Source: an optimization exercise on an open RTL-to-GDS flow (aim: small area, a short achievable clock period and few clock cycles). Production flows keep margins and buffers that such runs may drop.
Only simulation tests tie the RTL to the original design; equivalence was not proved.

==> flow/design.v <==
`timescale 1ns/10ps
module  CONV(
	input		clk,
	input		reset,
	output reg	busy,	
	input		ready,	
	output reg [11:0]iaddr,
	input [19:0]idata,	
	output reg 	cwr,
	output reg [11:0]caddr_wr,
	output reg [19:0]cdata_wr,
	output reg 	crd,
	output reg [11:0]caddr_rd,
	input [19:0]cdata_rd,
	output reg [2:0] csel
	);
	reg [3:0] state, next_state;
	parameter IDLE = 0, LOAD = 1, OUT_L0 = 2, READ_L1 = 3, OUT_L1 = 4, FIN = 5;
	parameter k0 = 20'h0A89E, k1 = 20'h092D5, k2 = 20'h06D43, k3 = 20'h01004;
	parameter k4 = 20'hF8F71, k5 = 20'hF6E54, k6 = 20'hFA6D7, k7 = 20'hFC834, k8 = 20'hFAC19;
	parameter bias = 20'h01310;
	reg [11:0] addr_cnt;  
	reg [3:0]  cnt;
	wire [5:0] x, y;
	assign x = addr_cnt[5:0];
	assign y = addr_cnt[11:6];
	reg signed [19:0] pix;
	reg signed [19:0] kernel;
	reg signed [19:0] max;
	always@(posedge clk or posedge reset)begin
		if(reset) state <= IDLE;
		else state <= next_state;
	end
	always@(*) begin
		case (state)
			IDLE:    next_state = LOAD;
			LOAD:    next_state = (cnt == 11) ? OUT_L0 : LOAD;
			OUT_L0:  next_state = (addr_cnt == 4095) ? READ_L1 : LOAD;
			READ_L1: next_state = (cnt == 4) ? OUT_L1 : READ_L1;
			OUT_L1:  next_state = (addr_cnt == 4030) ? FIN : READ_L1;
			FIN:     next_state = IDLE;
			default: next_state = IDLE;
		endcase
	end
	always@(posedge clk or posedge reset)begin
		if(reset) busy <= 0;
		else if(ready) busy <= 1;
		else if(state == FIN) busy <= 0;
	end
	always@(posedge clk or posedge reset)begin
		if(reset) begin
			addr_cnt <= 0;
		end
		else begin
			case (state)
				OUT_L0: addr_cnt <= addr_cnt + 1;
				OUT_L1: begin
					if(x==62) addr_cnt <= {y + 6'd2, 6'd0};
					else addr_cnt <= addr_cnt + 2;
				end
				default: addr_cnt <= addr_cnt;
			endcase
		end
	end
	always @(posedge clk or posedge reset) begin
		if(reset) cnt <= 0;
		else begin
			case (state)
				LOAD:    cnt <= cnt + 1;
				READ_L1: cnt <= cnt + 1;
				default: cnt <= 0;
			endcase
		end
	end
	always @(posedge clk or posedge reset) begin
		if(reset) iaddr <= 0;
		else if(state == LOAD) begin
			case(cnt)
				0: iaddr <= (y == 0 || x == 0) ? 20'd0 : {y - 6'd1, x - 6'd1}; 
				1: iaddr <= (y == 0) ? 20'd0 : {y - 6'd1, x};
				2: iaddr <= (y == 0 || x == 63) ? 20'd0 : {y - 6'd1, x + 6'd1};
				3: iaddr <= (x == 0) ? 20'd0 : {y, x - 6'd1};
				4: iaddr <= {y, x};
				5: iaddr <= (x == 63) ? 20'd0 : {y, x + 6'd1};
				6: iaddr <= (y == 63 || x == 0) ? 20'd0 : {y + 6'd1, x - 6'd1};
				7: iaddr <= (y == 63) ? 20'd0 : {y + 6'd1, x};
				8: iaddr <= (y == 63 || x == 63) ? 20'd0 : {y + 6'd1, x + 6'd1};
				default: iaddr <= iaddr;
			endcase
		end
	end
	always @(*) begin
		case(cnt)
			1: pix = (y == 0 || x == 0) ? 20'd0 : idata; 
			2: pix = (y == 0) ? 20'd0 : idata;
			3: pix = (y == 0 || x == 63) ? 20'd0 : idata;
			4: pix = (x == 0) ? 20'd0 : idata;
			5: pix = idata;
			6: pix = (x == 63) ? 20'd0 : idata;
			7: pix = (y == 63 || x == 0) ? 20'd0 : idata;
			8: pix = (y == 63) ? 20'd0 : idata;
			9: pix = (y == 63 || x == 63) ? 20'd0 : idata;
			default: pix = 20'd0;
		endcase
	end
	always @(*) begin
		case(cnt)
			1: kernel = k0;
			2: kernel = k1;
			3: kernel = k2;
			4: kernel = k3;
			5: kernel = k4;
			6: kernel = k5;
			7: kernel = k6;
			8: kernel = k7;
			9: kernel = k8;
			default: kernel = 0;
		endcase
	end
	wire signed [39:0] product_tmp;
	assign product_tmp = kernel * pix;
	reg signed [39:0] product_sum;
	always @(posedge clk or posedge reset) begin
		if(reset) product_sum <= 40'd0;
		else if(state == LOAD)begin
			case(cnt)
				0: product_sum <= 40'd0;
				1: product_sum <= product_sum + product_tmp;
				2: product_sum <= product_sum + product_tmp;
				3: product_sum <= product_sum + product_tmp;
				4: product_sum <= product_sum + product_tmp;
				5: product_sum <= product_sum + product_tmp;
				6: product_sum <= product_sum + product_tmp;
				7: product_sum <= product_sum + product_tmp;
				8: product_sum <= product_sum + product_tmp;
				9: product_sum <= product_sum + product_tmp;
				10: product_sum <= product_sum + {4'd0, bias, 1'b1, 15'd0};  
				default: product_sum <= product_sum; 
			endcase
		end
		else begin
			product_sum <= 40'd0;
		end
	end
	always@(posedge clk or posedge reset)begin
		if(reset) begin
			cwr <= 0;
			caddr_wr <= 0;
			cdata_wr <= 0;
		end
		else begin
			case (state)  
				OUT_L0:begin
					cwr <= 1;
					caddr_wr <= addr_cnt;
					cdata_wr <= product_sum[39] ? 20'd0 : product_sum[35:16];
				end
				OUT_L1:begin
					cwr <= 1;
					caddr_wr <= caddr_wr + 1;
					cdata_wr <= max;
				end
				default: begin
					cwr <= 0;
					cdata_wr <= 0;
				end
			endcase
		end
	end
	always@(posedge clk or posedge reset)begin
		if(reset) begin
			csel <= 3'b000;
		end
		else begin
			case (state)  
				OUT_L0: csel <= 3'b001;
				READ_L1:csel <= 3'b001;
				OUT_L1: csel <= 3'b011;
				default:csel <= 3'b000;
			endcase
		end
	end
	always @(posedge clk or posedge reset) begin
		if(reset) begin
			crd <= 0;
			caddr_rd <= 0;
		end
		else if(state == READ_L1) begin
			crd <= 1;
			case(cnt)
				0: caddr_rd <= {y, x}; 
				1: caddr_rd <= {y, x + 6'd1};
				2: caddr_rd <= {y + 6'd1, x};
				3: caddr_rd <= {y + 6'd1, x + 6'd1};
				default: caddr_rd <= caddr_rd;
			endcase
		end
		else begin
			crd <= 0;
			caddr_rd <= 0;
		end
	end
	always @(posedge clk or posedge reset) begin
		if(reset) max <= 0;
		else if(state == READ_L1) begin
			case(cnt)
				1: max <= cdata_rd; 
				2: max <= cdata_rd > max ? cdata_rd : max;
				3: max <= cdata_rd > max ? cdata_rd : max;
				4: max <= cdata_rd > max ? cdata_rd : max;
				default: max <= max;
			endcase
		end
		else begin
			max <= 0;
		end
	end
endmodule
==> flow/run.sh <==
#!/bin/bash
# synth_recipe.tcl (not shown) runs the flow's synth.tcl, then flattens the netlist and writes it again
# the make line also repeats each setting of config.mk as NAME=value (left out here)
make -C /OpenROAD-flow-scripts/flow DESIGN_CONFIG=/design/flow/config.mk WORK_HOME=/design/flow/orfs CLKGATE_MAP_FILE= SYNTH_SCRIPT=/design/flow/synth_recipe.tcl finish
==> flow/config.mk <==
export PLATFORM = sky130hd
export DESIGN_NAME = CONV
export DESIGN_NICKNAME = CONV
export VERILOG_FILES = /design/flow/design.v
export SDC_FILE = /design/flow/constraint.sdc
export NUM_CORES = 4
export LEC_CHECK = 0
export CAP_MARGIN = 20
export CORE_MARGIN = 2
export CORE_UTILIZATION = 40
export SLEW_MARGIN = 20
==> flow/constraint.sdc <==
create_clock -name core_clock -period 11.0 [get_ports {clk}]
set_input_delay 2.2000 -clock core_clock [delete_from_list [all_inputs] [get_ports {clk}]]
set_output_delay 2.2000 -clock core_clock [all_outputs]
set_load 0.01 [all_outputs]
==> summary.txt <==
Setup path
  – Crit-path leading delay family: adder cells
  – Slowest CP cell: and2_1
  – CP most frequent cell: fa_1
  – Crit path max fanout: 29
  – Data required, critical path: 11.27 ns
  – CP endpoint kind: flop
  – Crit Path Class: reg -> reg
  – Crit path DAT: 10.31 ns
  – Slowest stage delay, CP: about 0.62 ns
  – CP Buf/Inv Count: 8
  – Startpoint types: flop

CTS
  – Clk latency of the worst-skew pair: around 0.43 ns
  – CTS tree: done
  – Root buffer cell: clkbuf_16
  – Post-cts sizing count: 0
  – Clock Sinks: 140
  – Worst-path clk slew: ~0.06 ns
  – H-Tree Level Count: 4
  – Hold Buf Count CTS: 0
  – Setup Buffers After CTS: 0
  – CTS Buf Count: 17
  – CTS max path bufs: 2

Timing
  – Final Cycle Share: roughly nine tenths
  – RSZ-0062 raised after global routing: false
  – Relative slew slack: a little over an eighth
  – Fin worst setup slack: 0.955 ns
  – Maximum clock rate: around 100 MHz
  – Final Hold Viols: 0
  – Worst-Margin Slew: 1.28 ns
  – Slew Viols, Final: 0
  – Min Tclk post-route: between 10 and 15 ns
  – Fin Setup TNS: 0 ns
  – Max Clock Skew: 0.0125 ns
  – Count of final setup violators: 0
  – Hold_ws: around 0.48 ns

Detailed routing
  – DRT Wirelength: between 60 and 70 mm
  – Vias: between 15000 and 20000
  – DRC: 0
  – Met2 routed WL: 33.2 mm
  – Routed length per instance: ~18 um
  – Final ANT Viol Nets: 0
  – Max layer used: met4
  – Met3 Wirelength: 3.14 mm
  – Avg Vias per Cell: roughly 5.2
  – DRT iter0 DRCs: 1394
  – Drt first pass iters: 5
  – DRT met1 WL: roughly 28 mm

Logic synthesis
  – Netlist Area Pre-Place: roughly 24000 um^2
  – Synth Flop Type: dfrtp_1
  – Synth Warn #: 1
  – Syn avg cell area: approximately 8.6 um^2
  – Largest cells by area after synthesis: fa_1, dfrtp_1, inv_1, ha_1, nand2_1
  – Yosys cell types: 78
  – Cells after Synth: 2797
  – Yosys reg bits: 140
  – Post-synth EDFFs: 0
  – Syn Nets: about 3400
  – Sequential fraction of the synthesis area: between 10% and 20%
  – FFs w/ async S/R, synth: between 90% and 100%
  – Largest area contributor in the netlist: fa_1
  – Top-area cell type share of the netlist area: a little over a third

Layout
  – Area grow syn2layout: 9.83%
  – Post-route cell area: around 26000 um^2
  – Final nets: around 3500
  – Layout cells sized above 1: 2.85%
  – Fill cells: 5896
  – N_diodes: 0
  – Fin util: between 40 and 50%

Die
  – Die width: 249 um
  – Initial Utilization: 40.6%
  – Die area: about 62000 um^2
  – Die Ht: 249 um
  – Num ports: 105
  – Row cnt: 89
  – Core Region: between 50000 and 60000 um^2

Placement
  – Dpl hpwl: around 54 mm
  – Gpl congestion: slightly below 0.9
  – Area after DPL: 25800 um^2
  – Placement Setup Slack: roughly 0.82 ns
  – IO buf count: 103

Run
  – Max-Cap Viols: 0

GRT
  – Largest net degree at the start of global routing: 80
  – GRT Resource Usage Total: 21.8%
  – Initial antenna violation count: 0
  – Vias in the first global route: a little under 20000
  – GRT overflow: 0
  – First-pass GRT wire length: around 110 mm

Worst hold path
  – Worst hold path type: reg -> reg

Outcome
  – Outcome: complete, no violations
[cell usage after synthesis (9+ instances only)]
| cell | number |
|---|---|
| a221oi_1 | 9 |
| nand2_1 | 348 |
| xor2_1 | 20 |
| and2_1 | 25 |
| xnor2_1 | 34 |
| a21oi_1 | 90 |
| buf_2 | 32 |
| o22ai_1 | 14 |
| nor2_1 | 235 |
| a31oi_1 | 17 |
| mux2i_1 | 20 |
| o21ai_0 | 125 |
| nor3_1 | 19 |
| nand3_1 | 37 |
| o211ai_1 | 12 |
| a211oi_1 | 10 |
| clkbuf_1 | 70 |
| a21o_1 | 43 |
| nand4_1 | 10 |
| nor2b_1 | 11 |
| dfrtp_1 | 140 |
| ha_1 | 168 |
| nand2b_1 | 22 |
| inv_1 | 689 |
| fa_1 | 436 |
| a22oi_1 | 9 |
| and3_1 | 20 |
[through the flow]
step	cells
6_report	3613
5_1_grt	3613
4_1_cts	3613
3_5_place_dp	3581
3_3_place_gp	3581
2_1_floorplan	2797
[placed cells by master (no fill, tap or decap), drive strengths merged, types with 37 or more instances in the layout]
cell type / Yosys / routed
clkdlybuf4s50: 0 / 103
nor2: 235 / 235
nand2: 350 / 350
nand3: 37 / 37
o21ai: 129 / 129
fa: 436 / 436
a21oi: 91 / 91
inv: 689 / 689
ha: 168 / 168
a21o: 43 / 43
dfrtp: 140 / 140
[flip-flops by register name, summed over array words and instances, names as in the netlist]
| name | count |
|---|---|
| max | 20 |
| csel | 2 |
| crd | 1 |
| cwr | 1 |
| state | 3 |
| busy | 1 |
| caddr_rd | 12 |
| addr_cnt | 12 |
| iaddr | 12 |
| cdata_wr | 20 |
| caddr_wr | 12 |
| product_sum | 40 |
| cnt | 4 |
[path summary, 6_finish.rpt]
check	slack, ns	start	cells after the start	to
setup / recovery	0.95	cnt[1]	33	product_sum[39]
hold / removal	0.48	iaddr[2]	2	iaddr[2]
setup reg to reg	0.95	cnt[1]	33	product_sum[39]
hold reg to reg	0.48	iaddr[2]	2	iaddr[2]
max in group asynchronous	7.40	reset	3	product_sum[3]
min in group asynchronous	2.29	reset	2	cdata_wr[10]
[metal layers]
layer	vias up	GRT usage [%]
met5	-	0
met4	0	6.16
met3	95	2.31
met2	538	37.5
met1	9628	29.1
li1	8642	-
[cells by family (layout without fill, tap and decap cells)]
family | after synthesis | after routing | synth area share (%)
buf+inv | 802 | 845 | 12.8
simple gates | 752 | 752 | 13.3
fa+ha+maj | 604 | 604 | 45.0
compound gates | 423 | 423 | 11.5
flops | 140 | 140 | 14.6
xor+xnor | 54 | 54 | 1.97
mux | 21 | 21 | 0.879
other cells | 1 | 1 | 0.0156
[layout make-up]
cell class,instances,area [um^2],area share (%)
inverter,690,2590,9.83
clock buffer,23,498,1.89
timing repair buffer,123,1180,4.47
clock inverter,9,110,0.417
multi-input combinational,1855,17600,66.5
sequential,140,3500,13.3
tap,773,967,3.66
[worst min-delay path, stage by stage (launching register included)]
cell and delay [ns]:
dfrtp_1 0.34, nand2_1 0.05, o31ai_1 0.05
Testbench counts, summed over its fixed seeds: cycles 950,304.

-- static timing again, ports no longer ideal --
The results above use ideal ports. As a check the final layout listed here was re-extracted and re-timed, cells and wires unchanged.
Step 1 sets driving cells, clkbuf_16 on the clock port and buf_2 on the other inputs (assumed; they add their load-dependent delay and slew).
Step 2 times the ports against the registers' clock, not the clock port: input delays grow and output delays shrink by t, the midpoint of the rising clock arrivals with the driver on.
Slacks: ideal ports / drivers / drivers and shift; pairs: ideal ports / drivers.
shift t [ns]: 0.472
setup WS [ns]: 0.955 / 0.955 / 0.924
hold slack, ns: 0.483 / 0.483 / 0.483
After both steps setup and hold are still met in this run. For this run, drivers alone change the setup slack by 0.000 ns; drivers and shift together by -0.031 ns.
